What follows belongs to an exercise in optimizing a design on an open flow for small area and a short achievable clock period; a production flow would make more cautious choices.
Only simulation tests tie the RTL to the original design; equivalence was not proved.
No activity file was given, so power comes from the tool's default toggle rates.

## main
## filter
module filter(
    clock,
    reset,
    Data_In,
    Data_Out
    );
Settings: LEC_CHECK=0, ABC_CLOCK_PERIOD_IN_PS=3000, CAP_MARGIN=20, CORE_MARGIN=2, CORE_UTILIZATION=40, CTS_BUF_LIST=sky130_fd_sc_hd__clkbuf_8, CTS_CLUSTER_DIAMETER=60, CTS_CLUSTER_SIZE=14, SLEW_MARGIN=20, SYNTH_HIERARCHICAL=1; clock period 12.5 ns.
standard.sh (not shown) runs the stock make flow with config.mk's settings and CLKGATE_MAP_FILE= SYNTH_SCRIPT=/design/flow/synth_recipe.tcl, a recipe that flattens the netlist after the stock synthesis.
==> flow/flow/run.sh <==
#!/bin/bash
# The standard layout (standard.sh) with four changes:
#  - synthesis runs flow/synth.tcl: synth_recipe.tcl, except that adder cells
#    are not extracted inside the output adder's small modules;
#  - the port buffers are sky130_fd_sc_hd__buf_2 cells;
#  - timing repair aims for more setup slack than config.mk may ask for;
#  - clock tree synthesis uses clkbuf_16 clusters of up to 30 sinks and
#    inserts no dummy loads.
# Logs: standard.log here; ORFS's own logs under orfs/logs.
set -euo pipefail
export SETUP_SLACK_MARGIN=5.5
export CTS_ARGS="-sink_clustering_enable -repair_clock_nets -dont_use_dummy_load -sink_clustering_size 30 -sink_clustering_max_diameter 80 -buf_list sky130_fd_sc_hd__clkbuf_16"
export BUFFER_PORTS_ARGS="-buffer_cell sky130_fd_sc_hd__buf_2"
sed "s#SYNTH_SCRIPT=[^ ]*#SYNTH_SCRIPT=$PWD/flow/synth.tcl#" standard.sh > own_standard.sh
grep -q "SYNTH_SCRIPT=$PWD/flow/synth.tcl" own_standard.sh
bash own_standard.sh > standard.log 2>&1
==> flow/flow/synth.tcl <==
# synth_recipe.tcl (the standard synthesis), except that full and half adder
# cells are extracted only in filter, fir_fa and fir_ha: the one-cell modules,
# of the output adder and its fir_pg* modules are left to ABC as they are.
proc synth {args} { yosys synth -nofsm -noshare {*}$args }
proc extract_fa {args} { yosys extract_fa {*}$args filter fir_fa fir_ha }
source $::env(SCRIPTS_DIR)/synth.tcl
# left out here: clear keep_hierarchy, flatten, clean up, hide names made inside functions, write 1_2_yosys.v
Setup changes, main to the feature branch
Settings: clearing CTS_CLUSTER_DIAMETER, which used to be 60; putting PLACE_DENSITY at 0.93 where nothing was set; swapping 40 for 85 in CORE_UTILIZATION; clearing CTS_CLUSTER_SIZE, which used to be 14; clearing CTS_BUF_LIST, which used to be sky130_fd_sc_hd__clkbuf_8.
==> comparison <==
Run status, the feature branch: aborted in global routing, error GRT-0232
[the feature branch] die boundary height fell 31% relative to main
Comparing the feature branch and main, the higher global placer's final weighted congestion was measured on the feature branch.
[compare] base=main new=the feature branch: total placed cells including tap cells went down 211; pre-CTS setup slack went down 0.055 ns; effective utilization at floorplan went up 46 points; cell area reported after detailed placement went down about 2%; x dimension of the die went down about 30%.

* * *

Starting RTL as in the previous note.
Settings: LEC_CHECK=0, ABC_CLOCK_PERIOD_IN_PS=3000, CAP_MARGIN=20, CORE_MARGIN=2, CORE_UTILIZATION=40, CTS_BUF_LIST=sky130_fd_sc_hd__clkbuf_8, CTS_CLUSTER_DIAMETER=60, CTS_CLUSTER_SIZE=14, SLEW_MARGIN=20, SYNTH_HIERARCHICAL=1; clock period 12.5 ns.
==> flow/flow/run.sh <==
#!/bin/bash
# The standard layout (standard.sh) with four changes:
#  - synthesis runs flow/synth.tcl: synth_recipe.tcl, except that adder cells
#    are not extracted inside the output adder's small modules;
#  - the port buffers are sky130_fd_sc_hd__buf_2 cells;
#  - timing repair aims for more setup slack than config.mk may ask for;
#  - clock tree synthesis uses clkbuf_16 clusters of up to 30 sinks and
#    inserts no dummy loads.
# Logs: standard.log here; ORFS's own logs under orfs/logs.
set -euo pipefail
export SETUP_SLACK_MARGIN=5.7
export CTS_ARGS="-sink_clustering_enable -repair_clock_nets -dont_use_dummy_load -sink_clustering_size 30 -sink_clustering_max_diameter 80 -buf_list sky130_fd_sc_hd__clkbuf_16"
export BUFFER_PORTS_ARGS="-buffer_cell sky130_fd_sc_hd__buf_2"
sed "s#SYNTH_SCRIPT=[^ ]*#SYNTH_SCRIPT=$PWD/flow/synth.tcl#" standard.sh > own_standard.sh
grep -q "SYNTH_SCRIPT=$PWD/flow/synth.tcl" own_standard.sh
bash own_standard.sh > standard.log 2>&1
Scripts as last shown in full above: flow/flow/synth.tcl
==> next run, changes <==
--- a/flow/flow/run.sh
+++ b/flow/flow/run.sh
@@ -10,3 +10,3 @@
 set -euo pipefail
-export SETUP_SLACK_MARGIN=5.7
+export SETUP_SLACK_MARGIN=5.5
 export CTS_ARGS="-sink_clustering_enable -repair_clock_nets -dont_use_dummy_load -sink_clustering_size 30 -sink_clustering_max_diameter 80 -buf_list sky130_fd_sc_hd__clkbuf_16"
CORE_UTILIZATION = 60   (was 40)
CTS_BUF_LIST = default   (was sky130_fd_sc_hd__clkbuf_8)
CTS_CLUSTER_DIAMETER = default   (was 60)
CTS_CLUSTER_SIZE = default   (was 14)
PLACE_DENSITY = 0.7   (was default)
After rerunning: Hold slack degrades by 0.012 ns; flip-flop and latch count does not change; power is lower by 1.6%.

* * *

P:
Another version of the RTL of filter (not shown whole).
For scale: roughly 800 cells after synthesis, roughly 260 flip-flops, roughly 27 I/O pins, roughly 12,000 sq um of cells after synthesis.
Settings: LEC_CHECK=0, ABC_CLOCK_PERIOD_IN_PS=3000, CAP_MARGIN=20, CORE_MARGIN=2, CORE_UTILIZATION=40, CTS_BUF_LIST=sky130_fd_sc_hd__clkbuf_8, CTS_CLUSTER_DIAMETER=60, CTS_CLUSTER_SIZE=14, SETUP_SLACK_MARGIN=5, SLEW_MARGIN=20, SYNTH_HIERARCHICAL=1; clock period 12.5 ns.
run.sh (not shown) runs the stock make flow with config.mk's settings and CLKGATE_MAP_FILE= SYNTH_SCRIPT=/design/flow/synth_recipe.tcl, a recipe that flattens the netlist after the stock synthesis.
Stock flow here: none of the scripts above is used.
Per the final summary, P finished and its layout is clean on timing, DRC and antenna.
## Diff of input files: Q against P
- SETUP_SLACK_MARGIN: 5 -> unset
- CTS_BUF_LIST: sky130_fd_sc_hd__clkbuf_8 -> sky130_fd_sc_hd__clkbuf_4
- CTS_CLUSTER_SIZE: 14 -> unset
- CTS_CLUSTER_DIAMETER: 60 -> unset
- ABC_CLOCK_PERIOD_IN_PS: 3000 -> unset
==> notes.md <==
- Between Q and P, the total setup buffers inserted after CTS is lower for Q.
- Compared with P, in Q critical path depth went up 3, shortest period the worst path allows went up 0.82 ns, die span in x held.
#### Input delta (R over Q)
==> flow/flow/run.sh (new file) <==
#!/bin/bash
set -euo pipefail
export SETUP_SLACK_MARGIN=6.5
bash standard.sh > standard.log 2>&1
==> flow/standard.sh (new file) <==
#!/bin/bash
# synth_recipe.tcl (not shown) runs the flow's synth.tcl, then flattens the netlist and writes it again
# the make line also repeats each setting of config.mk as NAME=value (left out here)
make -C /OpenROAD-flow-scripts/flow DESIGN_CONFIG=/design/flow/config.mk WORK_HOME=/design/flow/orfs CLKGATE_MAP_FILE= SYNTH_SCRIPT=/design/flow/synth_recipe.tcl "${@:-finish}"
removed: flow/run.sh
## What came out
Design area, R vs Q: up by a little under 10%. R ends up with a cell area after placement that is 1.7% higher than in Q. R has count of clock-buffer cells in the layout below what Q had. Compared with Q, in R routability congestion estimate higher; shortest period the worst path allows lower; sequential fraction of design power lower; area growth from synthesis to final layout higher; number of antenna violations at the first check in global routing lower. Between R and Q, it is R whose register-to-register slack is higher, by 0.41 ns. Across both runs, final standard cell utilization of the core was higher for R than for Q. [R vs Q] count of fill cells added during filler insertion: lower in R.

* * *

Setup of the baseline:
filter again, from the RTL that the note above started with.
make LEC_CHECK=0 ABC_CLOCK_PERIOD_IN_PS=3000 CAP_MARGIN=20 CORE_MARGIN=2 CORE_UTILIZATION=40 CTS_BUF_LIST=sky130_fd_sc_hd__clkbuf_16 CTS_CLUSTER_DIAMETER=100 CTS_CLUSTER_SIZE=25 SETUP_SLACK_MARGIN=5 SLEW_MARGIN=20 SYNTH_HIERARCHICAL=1 finish   # period 12.5 ns
Stock flow here: none of the scripts above is used.
--- input diff the baseline..the candidate ---
- CTS_CLUSTER_SIZE removed (was 25)
- CTS_BUF_LIST removed (was sky130_fd_sc_hd__clkbuf_16)
- CTS_CLUSTER_DIAMETER removed (was 100)
- ABC_CLOCK_PERIOD_IN_PS removed (was 3000)
--- outcome ---
- Area growth from synthesis to final layout (higher): the candidate
- Final antenna-violating net count: the candidate vs the baseline identical
- When the final numbers for the candidate and the baseline were put side by side, the post-layout worst setup margin turned out to be greater in the candidate.
- The via count of the candidate is higher than that of the baseline.
- Cmp the candidate and the baseline / highest cell delay on the worst timing path / higher: the candidate
- Routed wire length per instance: the baseline vs the candidate — no meaningful difference

* * *

filter with an RTL version that a note above also has.
Size in the first run: about 260 flip-flops, about 27 I/O pins.
==> flow/config.mk <==
export PLATFORM = sky130hd
export DESIGN_NAME = filter
export DESIGN_NICKNAME = filter
export VERILOG_FILES = /design/flow/design.v
export SDC_FILE = /design/flow/constraint.sdc
export NUM_CORES = 4
export LEC_CHECK = 0
export ABC_CLOCK_PERIOD_IN_PS = 3000
export CAP_MARGIN = 20
export CORE_MARGIN = 2
export CORE_UTILIZATION = 75
export PLACE_DENSITY = 0.85
export SLEW_MARGIN = 20
export SYNTH_HIERARCHICAL = 1
==> flow/constraint.sdc <==
create_clock -name core_clock -period 12.5 [get_ports {clock}]
set_input_delay 2.5000 -clock core_clock [delete_from_list [all_inputs] [get_ports {clock}]]
set_output_delay 2.5000 -clock core_clock [all_outputs]
set_load 0.01 [all_outputs]
standard.sh (not shown) runs the stock make flow with config.mk's settings and CLKGATE_MAP_FILE= SYNTH_SCRIPT=/design/flow/synth_recipe.tcl, a recipe that flattens the netlist after the stock synthesis.
==> flow/flow/run.sh <==
#!/bin/bash
# The standard layout (standard.sh) with four changes:
#  - synthesis runs flow/synth.tcl: synth_recipe.tcl, except that adder cells
#    are not extracted inside the output adder's small modules;
#  - the port buffers are sky130_fd_sc_hd__buf_2 cells;
#  - timing repair aims for more setup slack than config.mk may ask for;
#  - clock tree synthesis uses clkbuf_16 clusters of up to 30 sinks and
#    inserts no dummy loads.
# Logs: standard.log here; ORFS's own logs under orfs/logs.
set -euo pipefail
export SETUP_SLACK_MARGIN=5.5
export CTS_ARGS="-sink_clustering_enable -repair_clock_nets -dont_use_dummy_load -sink_clustering_size 30 -sink_clustering_max_diameter 80 -buf_list sky130_fd_sc_hd__clkbuf_16"
export BUFFER_PORTS_ARGS="-buffer_cell sky130_fd_sc_hd__buf_2"
sed "s#SYNTH_SCRIPT=[^ ]*#SYNTH_SCRIPT=$PWD/flow/synth.tcl#" standard.sh > own_standard.sh
grep -q "SYNTH_SCRIPT=$PWD/flow/synth.tcl" own_standard.sh
bash own_standard.sh > standard.log 2>&1
Scripts as last shown in full above: flow/flow/synth.tcl
The first run finished with timing, DRC and antenna clean.
Rerun with:
--- a/flow/flow/run.sh
+++ b/flow/flow/run.sh
@@ -9,5 +9,5 @@
 # Logs: standard.log here; ORFS's own logs under orfs/logs.
 set -euo pipefail
-export SETUP_SLACK_MARGIN=5.5
+export SETUP_SLACK_MARGIN=5.62
 export CTS_ARGS="-sink_clustering_enable -repair_clock_nets -dont_use_dummy_load -sink_clustering_size 30 -sink_clustering_max_diameter 80 -buf_list sky130_fd_sc_hd__clkbuf_16"
 export BUFFER_PORTS_ARGS="-buffer_cell sky130_fd_sc_hd__buf_2"
=>
- The changed run completed without violations
- worst setup slack is better by 0.082 ns
- register-to-register slack is worse by 0.02 ns
- die area does not change
- design area increases slightly
- core utilization increases by 1.6 points
- non-clock buffer count increases by 9
- sequential cell count stays the same
- via count increases slightly
- cell count increases slightly

## port drivers added, routing unchanged
In the flow no input, the clock included, has a driving cell. The finished layouts below were timed again as built, in two steps.
Step 1, drivers: a clkbuf_16 drives clock and a buf_2 each remaining input, both assumed.
Step 2 times the ports against the registers' clock, not the clock port: input delays grow and output delays shrink by t, the midpoint of the rising clock arrivals with the driver on.
Three values: no drivers, after step 1, after step 2; two values: the first two.
| run | t (ns) | setup slack, ns | worst setup path after step 2 | worst register clock-pin slew, ns | cell pins on the clock port's net |
|---|---|---|---|---|---|
| main | 0.515 | 5.592 / 5.571 / 5.571 | input to output | 0.11 / 0.11 | 1 |
| the first run of note 2 | 0.516 | 5.677 / 5.630 / 5.630 | input to output | 0.11 / 0.11 | 1 |
| the second run of note 2 | 0.516 | 5.553 / 5.532 / 5.532 | input to output | 0.11 / 0.11 | 1 |
| P | 0.580 | 5.075 / 5.054 / 5.054 | input to output | 0.09 / 0.09 | 1 |
| Q | 0.672 | 4.254 / 4.228 / 4.228 | input to output | 0.07 / 0.07 | 1 |
| R | 0.690 | 5.256 / 5.198 / 5.198 | input to output | 0.08 / 0.08 | 1 |
| the baseline | 0.525 | 5.066 / 5.046 / 5.046 | input to output | 0.10 / 0.10 | 1 |
| the candidate | 0.571 | 5.075 / 5.052 / 5.052 | input to output | 0.07 / 0.07 | 1 |
| the first run of note 5 | 0.505 | 5.585 / 5.556 / 5.556 | input to output | 0.11 / 0.11 | 1 |
| the second run of note 5 | 0.506 | 5.667 / 5.628 / 5.628 | input to output | 0.11 / 0.11 | 1 |
After both steps setup and hold are still met in every run listed. The setup slack of R, which loses most, moves by -0.058 ns with the drivers and by -0.058 ns with both steps.
